What follows belongs to an exercise in optimizing a design on an open flow for small area and a short achievable clock period; a production flow would make more cautious choices. RTL that was checked went through simulation tests only; none was proved equivalent to the original. No activity file was given, so power comes from the tool's default toggle rates.

== run 1 ==
==> flow/design.v (excerpt) <==
module systolic_2x2 #(parameter DATA_TYPE = 3'b011) (
    input clk,
    input rst,
    input load_in,
    input [31:0] row_in_row0, row_in_row1,
    input [31:0] col_in_col0, col_in_col1,
    output [63:0] result_row00, result_row01, result_row10, result_row11,
    output carry_00, carry_01, carry_10, carry_11,
    output reg done,
    output reg valid_op
);
Settings: LEC_CHECK=0, CAP_MARGIN=20, CELL_PAD_IN_SITES_DETAIL_PLACEMENT=1, CORE_MARGIN=2, CORE_UTILIZATION=35, CTS_CLUSTER_DIAMETER=70, CTS_CLUSTER_SIZE=24, PLACE_DENSITY=0.5, SETUP_SLACK_MARGIN=2.2, SLEW_MARGIN=60; clock period 5.0 ns.
standard.sh (not shown) runs the stock make flow with config.mk's settings and CLKGATE_MAP_FILE= SYNTH_SCRIPT=/design/flow/synth_recipe.tcl, a recipe that flattens the netlist after the stock synthesis.
==> flow/flow/run.sh <==
#!/bin/bash
# Own layout flow: the standard flow, except in synthesis:
#  - the prefix adder modules (pfx_add*) and the tree's full/half adder modules
#    (fa3, ha2) are kept apart until the design is flattened at the end;
#  - ABC maps the accumulator adder, the other prefix adders and the rest of the
#    design with the scripts named in MY_ABC_PLAN / MY_ABC_MAIN below.
# Every register, and everything after synthesis, is the standard flow's.
set -euo pipefail
W=$(pwd)
F=$W/flow
KEEP="pfx_add32x pfx_add64pg pfx_add65 fa3 ha2"
# same make call as standard.sh, with our synthesis script in place of synth_recipe.tcl
sed -e "s#SYNTH_SCRIPT=[^ ]*synth_recipe.tcl#SYNTH_SCRIPT=$W/my_synth.tcl#" \
    -e "s#CLKGATE_MAP_FILE= #CLKGATE_MAP_FILE= 'SYNTH_KEEP_MODULES=$KEEP' #" standard.sh > my_standard.sh
grep -q "SYNTH_SCRIPT=$W/my_synth.tcl" my_standard.sh
grep -q "SYNTH_KEEP_MODULES=" my_standard.sh
sed "s#@FLOW_SYNTH@#$W/synth_recipe.tcl#" $F/my_synth.tcl.in > $W/my_synth.tcl
export MY_FLOW=$F
export MY_ABC_PLAN="adder_fast.abc pfx_add65 adder.abc pfx_add*"
export MY_ABC_MAIN=main.abc
bash my_standard.sh synth > $W/synth.log 2>&1
bash standard.sh finish > $W/layout.log 2>&1
test -f out/final.def
==> flow/flow/adder.abc <==
strash
dch
map -D 1600
buffer -c
topo
upsize -c
dnsize -c
==> flow/flow/adder_fast.abc <==
strash
dch
map
buffer -c
topo
upsize -c
dnsize -c
==> flow/flow/main.abc <==
strash
dch
map -D 2400
topo
dnsize -c
==> flow/flow/my_synth.tcl.in <==
# synth_recipe.tcl, with other ABC scripts: the prefix adders first (the
# accumulator's with its own script), then the rest of the design
proc abc {args} {
  set i [lsearch -exact $args -script]
  foreach {script mods} $::env(MY_ABC_PLAN) {
    set a $args
    lset a [expr {$i + 1}] $::env(MY_FLOW)/$script
    puts "own flow: abc with $script on $mods"
    yosys abc {*}$a {*}$mods
  }
  set a $args
  lset a [expr {$i + 1}] $::env(MY_FLOW)/$::env(MY_ABC_MAIN)
  puts "own flow: abc with $::env(MY_ABC_MAIN) on the rest"
  yosys abc {*}$a
}
source @FLOW_SYNTH@
What run 2 does differently from run 1 at the input level:
==> flow/flow/main.abc <==
strash
dch
map -D 2000
buffer -c
topo
upsize -c
dnsize -c
[summary]
Run 2 vs run 1 — first-pass GRT wire length climbed slightly
Final cell count ended up 165 higher on run 2 than on run 1.
Run 2 vs. run 1: total non-filler cell area in the finished layout went down by 0.35%.
On proportion of power drawn by combinational gates, run 2 and run 1 are basically level.
Modified inputs, run 3 compared to run 2
Settings: SETUP_SLACK_MARGIN changed from 2.2 to 2.3.
diff --git a/flow/flow/run.sh b/flow/flow/run.sh
--- a/flow/flow/run.sh
+++ b/flow/flow/run.sh
@@ -18,3 +18,3 @@
 export MY_FLOW=$F
-export MY_ABC_PLAN="adder_fast.abc pfx_add65 adder.abc pfx_add*"
+export MY_ABC_PLAN="adder_fast.abc pfx_add65 adder_fast.abc pfx_add32x adder.abc pfx_add*"
 export MY_ABC_MAIN=main.abc
Results
Run 3 ended with every stage complete and zero timing, DRC or antenna violations.
[compare] base=run 2 new=run 3: clock period minus final worst setup slack went down; post-layout total power +0.90%.
Relative to run 2, first-pass iteration count of the detailed router has decreased by 1 in run 3.
Share of the core filled with cells, run 2 and run 3, lower one = run 2.
Of run 2 and run 3, the run reporting the lower portion of total power attributed to the clock network was run 2.
Run 2 leaves less setup margin than run 3.
Run 3 vs. run 2: hold slack went down by 0.025 ns.
The run showing the greater met3 capacity usage during global routing is run 2.
No functional check of the RTL was part of any run of this note.

========
== nickel ==
Another version of the RTL of systolic_2x2 (not shown whole).
Size: roughly 23000 cells after synthesis.
Settings: LEC_CHECK=0, CAP_MARGIN=20, CELL_PAD_IN_SITES_DETAIL_PLACEMENT=1, CORE_MARGIN=2, CORE_UTILIZATION=35, CTS_CLUSTER_DIAMETER=80, CTS_CLUSTER_SIZE=28, PLACE_DENSITY=0.5, SETUP_SLACK_MARGIN=2.4, SLEW_MARGIN=60; clock period 5.0 ns.
==> flow/flow/run.sh <==
#!/bin/bash
# Own layout flow: the standard flow, except in synthesis:
#  - the prefix adder modules (pfx_*) and the tree's full/half adder modules
#    (fa3, ha2) are kept apart until the design is flattened at the end;
#  - ABC maps the accumulator adder, the other prefix adders and the rest of the
#    design with the scripts named in MY_ABC_PLAN / MY_ABC_MAIN below.
#  - clock tree synthesis adds no dummy loads (CTS_ARGS below).
# Every register, and everything else, is the standard flow's.
set -euo pipefail
W=$(pwd)
F=$W/flow
KEEP="pfx_car33 pfx_add64pg pfx_sum65 fa3 ha2"
# CTS as the standard flow runs it (same clustering as config.mk), without the
# dummy loads it adds at the tree's leaves
CTS="-sink_clustering_enable -repair_clock_nets -sink_clustering_size 28 -sink_clustering_max_diameter 80 -dont_use_dummy_load"
# same make call as standard.sh, with our synthesis script in place of synth_recipe.tcl
sed -e "s#SYNTH_SCRIPT=[^ ]*synth_recipe.tcl#SYNTH_SCRIPT=$W/my_synth.tcl#" \
    -e "s#CLKGATE_MAP_FILE= #CLKGATE_MAP_FILE= 'SYNTH_KEEP_MODULES=$KEEP' 'CTS_ARGS=$CTS' #" standard.sh > my_standard.sh
grep -q "SYNTH_SCRIPT=$W/my_synth.tcl" my_standard.sh
grep -q "SYNTH_KEEP_MODULES=" my_standard.sh
grep -q "CTS_ARGS=" my_standard.sh
sed "s#@FLOW_SYNTH@#$W/synth_recipe.tcl#" $F/my_synth.tcl.in > $W/my_synth.tcl
export MY_FLOW=$F
export MY_ABC_PLAN="adder_fast.abc pfx_sum65 adder_fast.abc pfx_car33 adder.abc pfx_add64pg"
export MY_ABC_MAIN=main.abc
bash my_standard.sh synth > $W/synth.log 2>&1
bash my_standard.sh finish > $W/layout.log 2>&1
test -f out/final.def
==> flow/flow/main.abc <==
strash
dch
map -D 2000
buffer -c
topo
upsize -c
dnsize -c
Scripts as last shown in full above: flow/flow/adder.abc, flow/flow/adder_fast.abc, flow/flow/my_synth.tcl.in
The final layout from nickel, which completed every stage, passed the timing, design-rule and antenna checks at the end of the flow.
> inputs changed (nickel -> ember)
# nickel
export LEC_CHECK = 0
export CAP_MARGIN = 20
export CELL_PAD_IN_SITES_DETAIL_PLACEMENT = 1
export CORE_MARGIN = 2
export CORE_UTILIZATION = 35
export CTS_CLUSTER_DIAMETER = 80
export CTS_CLUSTER_SIZE = 28
export PLACE_DENSITY = 0.5
export SETUP_SLACK_MARGIN = 2.4
export SLEW_MARGIN = 60
create_clock -name core_clock -period 5.0 [get_ports {clk}]
# ember
export LEC_CHECK = 0
export CAP_MARGIN = 20
export CELL_PAD_IN_SITES_DETAIL_PLACEMENT = 1
export CORE_MARGIN = 2
export CORE_UTILIZATION = 45
export CTS_CLUSTER_DIAMETER = 80
export CTS_CLUSTER_SIZE = 28
export PLACE_DENSITY = 0.55
export SETUP_SLACK_MARGIN = 2.4
export SLEW_MARGIN = 60
create_clock -name core_clock -period 5.0 [get_ports {clk}]
### Flow results
ember: total power draw about 1.8% below nickel
ember vs nickel, startpoint of the worst setup timing path: pe01.mul.neg[3] vs pe11.pe_result[34]
The final reports for ember and nickel show post-CTS repair timing setup buffer count lower in the former.
Changes observed in ember relative to nickel: post-route worst setup slack shows a reduction of 0.051 ns, wire length after detailed routing shows a reduction of 30000 um, sequential cell count shows no meaningful change.
ember: full flow OK, the timing, design-rule and antenna checks passed
Modified inputs, juniper compared to ember
# ember
export LEC_CHECK = 0
export CAP_MARGIN = 20
export CELL_PAD_IN_SITES_DETAIL_PLACEMENT = 1
export CORE_MARGIN = 2
export CORE_UTILIZATION = 45
export CTS_CLUSTER_DIAMETER = 80
export CTS_CLUSTER_SIZE = 28
export PLACE_DENSITY = 0.55
export SETUP_SLACK_MARGIN = 2.4
export SLEW_MARGIN = 60
create_clock -name core_clock -period 5.0 [get_ports {clk}]
# juniper
export LEC_CHECK = 0
export CAP_MARGIN = 20
export CELL_PAD_IN_SITES_DETAIL_PLACEMENT = 1
export CORE_MARGIN = 2
export CORE_UTILIZATION = 45
export CTS_CLUSTER_DIAMETER = 80
export CTS_CLUSTER_SIZE = 28
export PLACE_DENSITY = 0.55
export SETUP_SLACK_MARGIN = 2.45
export SLEW_MARGIN = 45
create_clock -name core_clock -period 5.0 [get_ports {clk}]
Results
- Summary of the comparison: global-route usage is higher in juniper, relative to ember.
- Between ember and juniper, the difference in part of the total power dissipated in the clock network is negligible.
- Cell count: juniper higher than ember
- Compare ember and juniper | first-pass iteration count of the detailed router lower: ember
- On met3 routed wirelength, the lower figure sits with ember, not juniper.
- [juniper vs ember] total power per unit cell area: lower in juniper
- Diff ember -> juniper: final total negative setup slack shows no meaningful change, routed wire length shows an increase of 2.8%.
The following lists how amber was set up differently from juniper:
# juniper
export LEC_CHECK = 0
export CAP_MARGIN = 20
export CELL_PAD_IN_SITES_DETAIL_PLACEMENT = 1
export CORE_MARGIN = 2
export CORE_UTILIZATION = 45
export CTS_CLUSTER_DIAMETER = 80
export CTS_CLUSTER_SIZE = 28
export PLACE_DENSITY = 0.55
export SETUP_SLACK_MARGIN = 2.45
export SLEW_MARGIN = 45
create_clock -name core_clock -period 5.0 [get_ports {clk}]
# amber
export LEC_CHECK = 0
export CAP_MARGIN = 20
export CELL_PAD_IN_SITES_DETAIL_PLACEMENT = 1
export CORE_MARGIN = 2
export CORE_UTILIZATION = 35
export CTS_CLUSTER_DIAMETER = 70
export CTS_CLUSTER_SIZE = 24
export PLACE_DENSITY = 0.5
export SETUP_SLACK_MARGIN = 2.4
export SLEW_MARGIN = 60
create_clock -name core_clock -period 5.0 [get_ports {clk}]
diff --git a/flow/flow/run.sh b/flow/flow/run.sh
--- a/flow/flow/run.sh
+++ b/flow/flow/run.sh
@@ -15 +15 @@
-CTS="-sink_clustering_enable -repair_clock_nets -sink_clustering_size 28 -sink_clustering_max_diameter 80 -dont_use_dummy_load"
+CTS="-sink_clustering_enable -repair_clock_nets -sink_clustering_size 24 -sink_clustering_max_diameter 70 -dont_use_dummy_load"
Notes after the runs:
- The final layout from amber, which completed every stage, passed the timing, design-rule and antenna checks at the end of the flow.
- Re final worst slack: juniper was higher than amber.
- Relative to juniper, the pin count of the biggest net entering global routing measured on amber has decreased by a few percent.
- Comparing amber and juniper, the lower routed wire length was measured on juniper.
- Per the comparison of amber with juniper, internal power component grew by about 3.6%, detailed placer's ending HPWL grew by about 4%, final cell count grew by 2227, sequential share of layout area shrank by 0.57 points.
- Number of tapcells is higher on amber
#### Input delta (indigo over amber)
# amber
export LEC_CHECK = 0
export CAP_MARGIN = 20
export CELL_PAD_IN_SITES_DETAIL_PLACEMENT = 1
export CORE_MARGIN = 2
export CORE_UTILIZATION = 35
export CTS_CLUSTER_DIAMETER = 70
export CTS_CLUSTER_SIZE = 24
export PLACE_DENSITY = 0.5
export SETUP_SLACK_MARGIN = 2.4
export SLEW_MARGIN = 60
create_clock -name core_clock -period 5.0 [get_ports {clk}]
# indigo
export LEC_CHECK = 0
export CAP_MARGIN = 20
export CELL_PAD_IN_SITES_DETAIL_PLACEMENT = 1
export CORE_MARGIN = 2
export CORE_UTILIZATION = 45
export CTS_CLUSTER_DIAMETER = 80
export CTS_CLUSTER_SIZE = 28
export PLACE_DENSITY = 0.55
export SETUP_SLACK_MARGIN = 2.4
export SLEW_MARGIN = 45
create_clock -name core_clock -period 5.0 [get_ports {clk}]
diff --git a/flow/flow/run.sh b/flow/flow/run.sh
--- a/flow/flow/run.sh
+++ b/flow/flow/run.sh
@@ -15 +15 @@
-CTS="-sink_clustering_enable -repair_clock_nets -sink_clustering_size 24 -sink_clustering_max_diameter 70 -dont_use_dummy_load"
+CTS="-sink_clustering_enable -repair_clock_nets -sink_clustering_size 28 -sink_clustering_max_diameter 80 -dont_use_dummy_load"
==> comparison <==
- Between indigo and amber, it is indigo whose total length of routed wires is lower, by about 3%.
- amber -> indigo: via count flat
- indigo vs amber: relative contribution of sequential cells to total power up in indigo
- Sort amber and indigo by number of cells in the design after placement, ascending, and indigo comes first.
- Delta(count of fill cells added during filler insertion, indigo - amber) < 0
- Per the comparison of indigo with amber, global routing met2 resource utilization rose by 7.9 points; pre-CTS worst setup slack has increased; overall power lost 4.2 mW.

## separate check: timing with driven ports
Ports are ideal in the flow. The routed layouts listed here were re-timed in OpenROAD.
Step 1 assumes that a clkbuf_16 drives the clock port and a buf_2 every other input.
Step 2, shift: input delay + t, output delay - t, t = (earliest + latest rising clock arrival at the registers) / 2. This alone moves slack from input paths to output paths.
a / b / c = no drivers / after step 1 / after step 2; a / b = the first two.
| run | t (ns) | setup WS [ns] | worst register clock-pin slew, ns | worst slew at a driven data input, ns |
|---|---|---|---|---|
| run 1 | 1.206 | 2.124 / 2.124 / 1.628 | 0.09 / 0.09 | 0.10 |
| run 2 | 1.187 | 2.115 / 2.115 / 1.853 | 0.10 / 0.10 | 0.10 |
| run 3 | 1.191 | 2.298 / 2.229 / 1.807 | 0.10 / 0.10 | 0.14 |
| nickel | 1.128 | 2.374 / 2.238 / 1.588 | 0.10 / 0.10 | 0.08 |
| ember | 1.115 | 2.323 / 2.304 / 1.662 | 0.11 / 0.11 | 0.08 |
| juniper | 1.119 | 2.321 / 2.264 / 1.712 | 0.11 / 0.11 | 0.08 |
| amber | 1.163 | 2.316 / 2.218 / 1.653 | 0.10 / 0.10 | 0.08 |
| indigo | 1.112 | 2.363 / 2.268 / 1.646 | 0.11 / 0.11 | 0.08 |
After both steps setup and hold are still met in every run listed. The setup slack of nickel, which loses most, moves by -0.136 ns with the drivers and by -0.786 ns with both steps.
